Background: an optimization exercise with open tools, aiming at small area and a short achievable clock period. Do not read the settings as production practice. Only simulation tests tie the RTL to the original design; equivalence was not proved.

==> inputs of job 9811 <==
==> flow/design.v (excerpt) <==
module mult_top(
	input 							clk,
	input							rst_n,
	input							pipe_flush,
	input 			[32-1:0] 	mcand,
	input 			[32-1:0] 	mplier,
	input 			[4:0]	 		func,
	output logic 	[32-1:0] 	result
);
export LEC_CHECK = 0
export ABC_AREA = 1
export CAP_MARGIN = 20
export CORE_MARGIN = 2
export CORE_UTILIZATION = 30
export PLACE_DENSITY = 0.45
export SLEW_MARGIN = 20
create_clock -name core_clock -period 13.0 [get_ports {clk}]
standard.sh (not shown) runs the stock make flow with config.mk's settings and CLKGATE_MAP_FILE= SYNTH_SCRIPT=/design/flow/synth_recipe.tcl, a recipe that flattens the netlist after the stock synthesis.
==> flow/flow/run.sh <==
#!/bin/bash
# Layout flow: the standard ORFS flow (standard.sh, standard synthesis
# unchanged), with two changes made through ORFS's own variables:
#  - input and output ports are buffered with buf_2 (BUFFER_PORTS_ARGS);
#  - after the placement resize step, the drivers of high-fanout nets are
#    and of nets whose slew is over 0.45 ns are given a stronger drive
#    strength of the same cell (flow/upsize.tcl,
#    run as ORFS's POST_RESIZE_TCL hook).
# Each make run's full output goes to a log file in the work folder; ORFS's
# per-step logs are under orfs/logs/.
set -euo pipefail
W=$(pwd)
bash standard.sh synth > "$W/log_synth.txt" 2>&1
bash standard.sh "BUFFER_PORTS_ARGS=-buffer_cell sky130_fd_sc_hd__buf_2" \
  POST_RESIZE_TCL="$W/flow/upsize.tcl" finish > "$W/log_layout.txt" 2>&1
==> flow/flow/upsize.tcl <==
# Upsize (drive strength only, same function and footprint family) the drivers
# of high-fanout or slow-slewing nets.
set lib_cells {}
foreach lc [get_lib_cells */*] { dict set lib_cells [get_name $lc] 1 }
proc next_size {master lib_cells} {
  if {![regexp {^(sky130_fd_sc_hd__[a-z0-9]+)_([0-9]+)$} $master -> base drv]} { return "" }
  foreach d {1 2 4} {
    if {$d > $drv && [dict exists $lib_cells ${base}_$d]} { return ${base}_$d }
  }
  return ""
}
set total 0
for {set pass 0} {$pass < 3} {incr pass} {
  set n 0
  foreach inst [get_cells *] {
    set master [get_property $inst ref_name]
    if {[string match "*tap*" $master] || [string match "*fill*" $master] || [string match "*clkbuf*" $master] || [string match "*conb*" $master]} { continue }
    set worst 0.0
    set fo 0
    foreach pin [get_pins -of_objects $inst -filter "direction == output"] {
      set s [get_property $pin slew_max]
      if {$s > $worst} { set worst $s }
      set net [get_nets -quiet -of_objects $pin]
      if {$net ne ""} {
        set c [llength [get_pins -quiet -of_objects $net -filter "direction == input"]]
        if {$c > $fo} { set fo $c }
      }
    }
    set want 0
    if {$fo >= 14} { set want 4 } elseif {$fo >= 6} { set want 2 }
    regexp {_([0-9]+)$} $master -> drv
    if {$drv < $want || $worst > 0.45} {
      set nm [next_size $master $lib_cells]
      if {$nm ne ""} { replace_cell $inst $nm; incr n }
    }
  }
  incr total $n
  puts "upsize pass $pass: resized $n instances"
  if {$n == 0} { break }
}
puts "upsize: resized $total instances in all"
==> inputs of job 2163, as changes to job 9811 <==
--- a/flow/design.v
+++ b/flow/design.v
@@ -1104,18 +1104,18 @@
 	wire c1062 = (1'b1 & pp383) | (1'b1 & c1060) | (pp383 & c1060);
 	wire s1063 = 1'b1 ^ pp384 ^ c1062;
 	wire c1064 = (1'b1 & pp384) | (1'b1 & c1062) | (pp384 & c1062);
 	wire [63:0] px = {s1063, s1061, c1058, s1057, s1053, c1046, c1040, s1039, c1028, c1020, s1019, c1004, s1003, c984, c974, c962, c950, c938, c924, c910, c896, c880, c864, c848, c830, c812, c794, c774, c754, c734, c714, c694, c674, c654, c636, s633, c600, c584, c568, c552, c538, c524, c510, c498, c486, s485, c464, s463, c444, s443, s435, c420, s419, s413, s407, c398, s397, s393, s389, s387, s385, pp3, pp2, pp1};
 	wire [63:0] py = {1'b0, 1'b0, s1059, 1'b0, 1'b0, s1049, s1045, 1'b0, s1033, s1027, 1'b0, s1011, 1'b0, s993, s983, s973, s961, s949, s937, s923, s909, s895, s879, s863, s847, s829, s811, s793, s773, s753, s733, s713, s693, s673, s653, s635, s617, s599, s583, s567, s551, s537, s523, s509, s497, 1'b0, s473, 1'b0, s453, 1'b0, 1'b0, s427, 1'b0, 1'b0, 1'b0, s401, 1'b0, 1'b0, 1'b0, 1'b0, 1'b0, 1'b0, 1'b0, neg_q[0]};
 	wire [31:0] xs = hi_q ? px[63:32] : px[31:0];
 	wire [31:0] ys = hi_q ? py[63:32] : py[31:0];
-	wire [20:0] low_sum = {1'b0, px[19:0]} + {1'b0, py[19:0]};
-	wire [12:0] mid_sum = {1'b0, px[31:20]} + {1'b0, py[31:20]};
-	wire mid_p = &(px[31:20] ^ py[31:20]);
-	assign c_n = {hi_q & mid_sum[12], hi_q & mid_p, low_sum[20]};
+	wire [16:0] low_sum = {1'b0, px[15:0]} + {1'b0, py[15:0]};
+	wire [16:0] mid_sum = {1'b0, px[31:16]} + {1'b0, py[31:16]};
+	wire mid_p = &(px[31:16] ^ py[31:16]);
+	assign c_n = {hi_q & mid_sum[16], hi_q & mid_p, low_sum[16]};
 	wire [2:0] bs0 = {1'b0, xs[1:0]} + {1'b0, ys[1:0]};
 	assign s0_n[1:0] = bs0[1:0];
 	assign g_n[0] = bs0[2];
 	wire [2:0] bs1 = {1'b0, xs[3:2]} + {1'b0, ys[3:2]};
 	assign s0_n[3:2] = bs1[1:0];
 	assign g_n[1] = bs1[2];
 	wire [2:0] bs2 = {1'b0, xs[5:4]} + {1'b0, ys[5:4]};
==> flow/flow/run.sh (replaced) <==
#!/bin/bash
# Layout flow: the standard ORFS flow (standard.sh, standard synthesis
# unchanged), with these changes made through ORFS's own variables and step
# hooks:
#  - after floorplan, full adders whose polarity leaves inverters between
#    them are flipped (a full adder inverted at all three inputs gives both
#    outputs inverted), which removes those inverters without changing the
#    logic (flow/faflip.tcl, ORFS's POST_FLOORPLAN_TCL hook);
#  - input and output ports are buffered with buf_2 (BUFFER_PORTS_ARGS);
#  - after the placement resize step, the drivers of high-fanout nets and of
#    nets whose slew is over 0.45 ns get a stronger drive strength of the
#    same cell (flow/upsize.tcl, ORFS's POST_RESIZE_TCL hook);
set -euo pipefail
W=$(pwd)
bash standard.sh synth > "$W/log_synth.txt" 2>&1
bash standard.sh "BUFFER_PORTS_ARGS=-buffer_cell sky130_fd_sc_hd__buf_2" \
  POST_FLOORPLAN_TCL="$W/flow/faflip.tcl" \
  POST_RESIZE_TCL="$W/flow/upsize.tcl" SETUP_SLACK_MARGIN=7.9 finish > "$W/log_layout.txt" 2>&1
==> flow/flow/faflip.tcl (new file) <==
# Full-adder polarity: a full adder is self-dual (inverting its three inputs
# inverts both outputs). Synthesis leaves many inverters between full adders;
# flipping a full adder's polarity where that removes more inverters than it
# adds keeps the logic the same and saves those inverters.
set db [ord::get_db]
set block [ord::get_db_block]
set ::inv_master [$db findMaster sky130_fd_sc_hd__inv_1]
set ::faflip_n 0

proc is_inv {inst} {
  set m [[$inst getMaster] getName]
  return [regexp {^sky130_fd_sc_hd__(clk)?inv_[0-9]+$} $m]
}
proc is_fa {inst} {
  return [regexp {^sky130_fd_sc_hd__fa_[0-9]+$} [[$inst getMaster] getName]]
}
proc out_iterm {inst} {
  foreach it [$inst getITerms] { if {[$it isOutputSignal]} { return $it } }
  return ""
}
proc in_iterm {inst} {
  foreach it [$inst getITerms] { if {[$it isInputSignal]} { return $it } }
  return ""
}
proc net_driver {net} {
  foreach it [$net getITerms] { if {[$it isOutputSignal]} { return [$it getInst] } }
  return ""
}
proc net_loads {net} {
  set l {}
  foreach it [$net getITerms] { if {[$it isInputSignal]} { lappend l $it } }
  return $l
}
proc has_bterm {net} { return [expr {[llength [$net getBTerms]] > 0}] }

# gain of flipping fa: inverters removed minus inverters added
proc flip_gain {fa} {
  set g 0
  foreach p {A B CIN} {
    set net [[$fa findITerm $p] getNet]
    set d [net_driver $net]
    if {$d ne "" && [is_inv $d]} {
      set in [[in_iterm $d] getNet]
      # inverter removable if the fa is its only load
      if {[llength [net_loads $net]] == 1 && ![has_bterm $net]} { incr g } 
      # else no inverter added or removed
    } else { incr g -1 }
  }
  foreach p {SUM COUT} {
    set net [[$fa findITerm $p] getNet]
    if {$net eq "NULL" || $net eq ""} { continue }
    if {[has_bterm $net]} { incr g -1; continue }
    set ninv 0; set nother 0
    foreach l [net_loads $net] {
      set li [$l getInst]
      if {[is_inv $li] && ![has_bterm [[out_iterm $li] getNet]]} { incr ninv } else { incr nother }
    }
    incr g $ninv
    if {$nother > 0} { incr g -1 }
  }
  return $g
}

proc new_inv {block src_net} {

  incr ::faflip_n
  set name "faflip_inv_$::faflip_n"
  set inst [odb::dbInst_create $block $::inv_master $name]
  set net [odb::dbNet_create $block "faflip_net_$::faflip_n"]
  [$inst findITerm A] connect $src_net
  [$inst findITerm Y] connect $net
  return $net
}

proc do_flip {block fa} {
  # inputs
  foreach p {A B CIN} {
    set it [$fa findITerm $p]
    set net [$it getNet]
    set d [net_driver $net]
    if {$d ne "" && [is_inv $d]} {
      set src [[in_iterm $d] getNet]
      $it disconnect
      $it connect $src
      if {[llength [net_loads $net]] == 0 && ![has_bterm $net]} {
        odb::dbInst_destroy $d
        odb::dbNet_destroy $net
      }
    } else {
      set nn [new_inv $block $net]
      $it disconnect
      $it connect $nn
    }
  }
  # outputs: the pin now carries the complement
  foreach p {SUM COUT} {
    set it [$fa findITerm $p]
    set net [$it getNet]
    if {$net eq "NULL" || $net eq ""} { continue }
    set others {}
    set invs {}
    foreach l [net_loads $net] {
      set li [$l getInst]
      if {[is_inv $li] && ![has_bterm [[out_iterm $li] getNet]]} { lappend invs $li } else { lappend others $l }
    }
    if {[has_bterm $net]} {
      # keep the port net carrying the old value: move the fa output to a new net
      set nn [odb::dbNet_create $block "faflip_onet_[incr ::faflip_n]"]
      $it disconnect
      $it connect $nn
      set inst [odb::dbInst_create $block $::inv_master "faflip_inv_[incr ::faflip_n]"]
      [$inst findITerm A] connect $nn
      [$inst findITerm Y] connect $net
      continue
    }
    # loads that were inverters now read the fa output directly
    foreach li $invs {
      set onet [[out_iterm $li] getNet]
      foreach l [net_loads $onet] { $l disconnect; $l connect $net }
      odb::dbInst_destroy $li
      odb::dbNet_destroy $onet
    }
    if {[llength $others] > 0} {
      set nn [new_inv $block $net]
      foreach l $others { $l disconnect; $l connect $nn }
    }
  }
}

set before 0
foreach inst [$block getInsts] { if {[is_inv $inst]} { incr before } }
set total 0
for {set pass 0} {$pass < 6} {incr pass} {
  set n 0
  foreach inst [$block getInsts] {
    if {![is_fa $inst]} { continue }
    if {[flip_gain $inst] > 0} { do_flip $block $inst; incr n }
  }
  incr total $n
  if {$n == 0} { break }
}
set after 0
foreach inst [$block getInsts] { if {[is_inv $inst]} { incr after } }
puts "faflip: flipped $total full adders; inverters $before -> $after"
==> qor.txt <==
Reg2Reg Depth: 16
WL met1: 52.60 mm
Placed Area: 29,190 sq um
Status: finished clean
Overall Global Routing Usage: 27.78%
WP data required: 13.38 ns
Most area-consuming cells after synthesis: fa_1 22%, o22ai_1 15%, xor2_1 12%
Worst R2R End: s0_d1[1]
Total wire length: 134.6 mm
Worst Setup EP: s0_d1[1]
XOR/XNOR Fraction of Synth Area: 13.78%
Clock Skew: 0.02893 ns
Initial DRC count: 3,750
The numbers above come from job 2163.

==> qor.txt <==
Status: finished clean
Total wire length: 133.3 mm
Non-Clock Buffer Count: 197
Placed Area: 29,610 sq um
Worst R2R End: s0_d1[3]
Avg Cell Area, Syn: 7.349 sq um
WL met1: 55.20 mm
Post-Syn Area: 28,110 sq um
Clock Skew: 0.01850 ns
Worst Setup EP: s0_d1[3]
PnR worst setup slack: 7.728 ns
Initial DRC count: 3,491
WP data required: 13.40 ns
XOR/XNOR Fraction of Synth Area: 13.74%
Most area-consuming cells after synthesis: fa_1 22%, o22ai_1 15%, dfxtp_1 12%
The numbers above come from job 9811.

==> what the ideal ports hide <==
The results above use ideal ports. As a check the final layouts listed here were re-extracted and re-timed, cells and wires unchanged. Step 1 assumes that a clkbuf_16 drives the clock port and a buf_2 every other input. Step 2 also shifts input and output timing later by t, the mid clock arrival at the registers, as if the neighbouring blocks saw the same clock. a / b / c = no drivers / after step 1 / after step 2; a / b = the first two.
run	shift t [ns]	setup slack, ns	clock arrival spread, ns	worst register clock-pin slew, ns	pins driven straight from the clock port
job 9811	0.577	7.728 / 7.728 / 7.728	0.019 / 0.019	0.09 / 0.09	1
job 2163	0.577	7.999 / 7.978 / 7.999	0.029 / 0.028	0.10 / 0.10	1
After both steps every run listed still meets setup and hold.
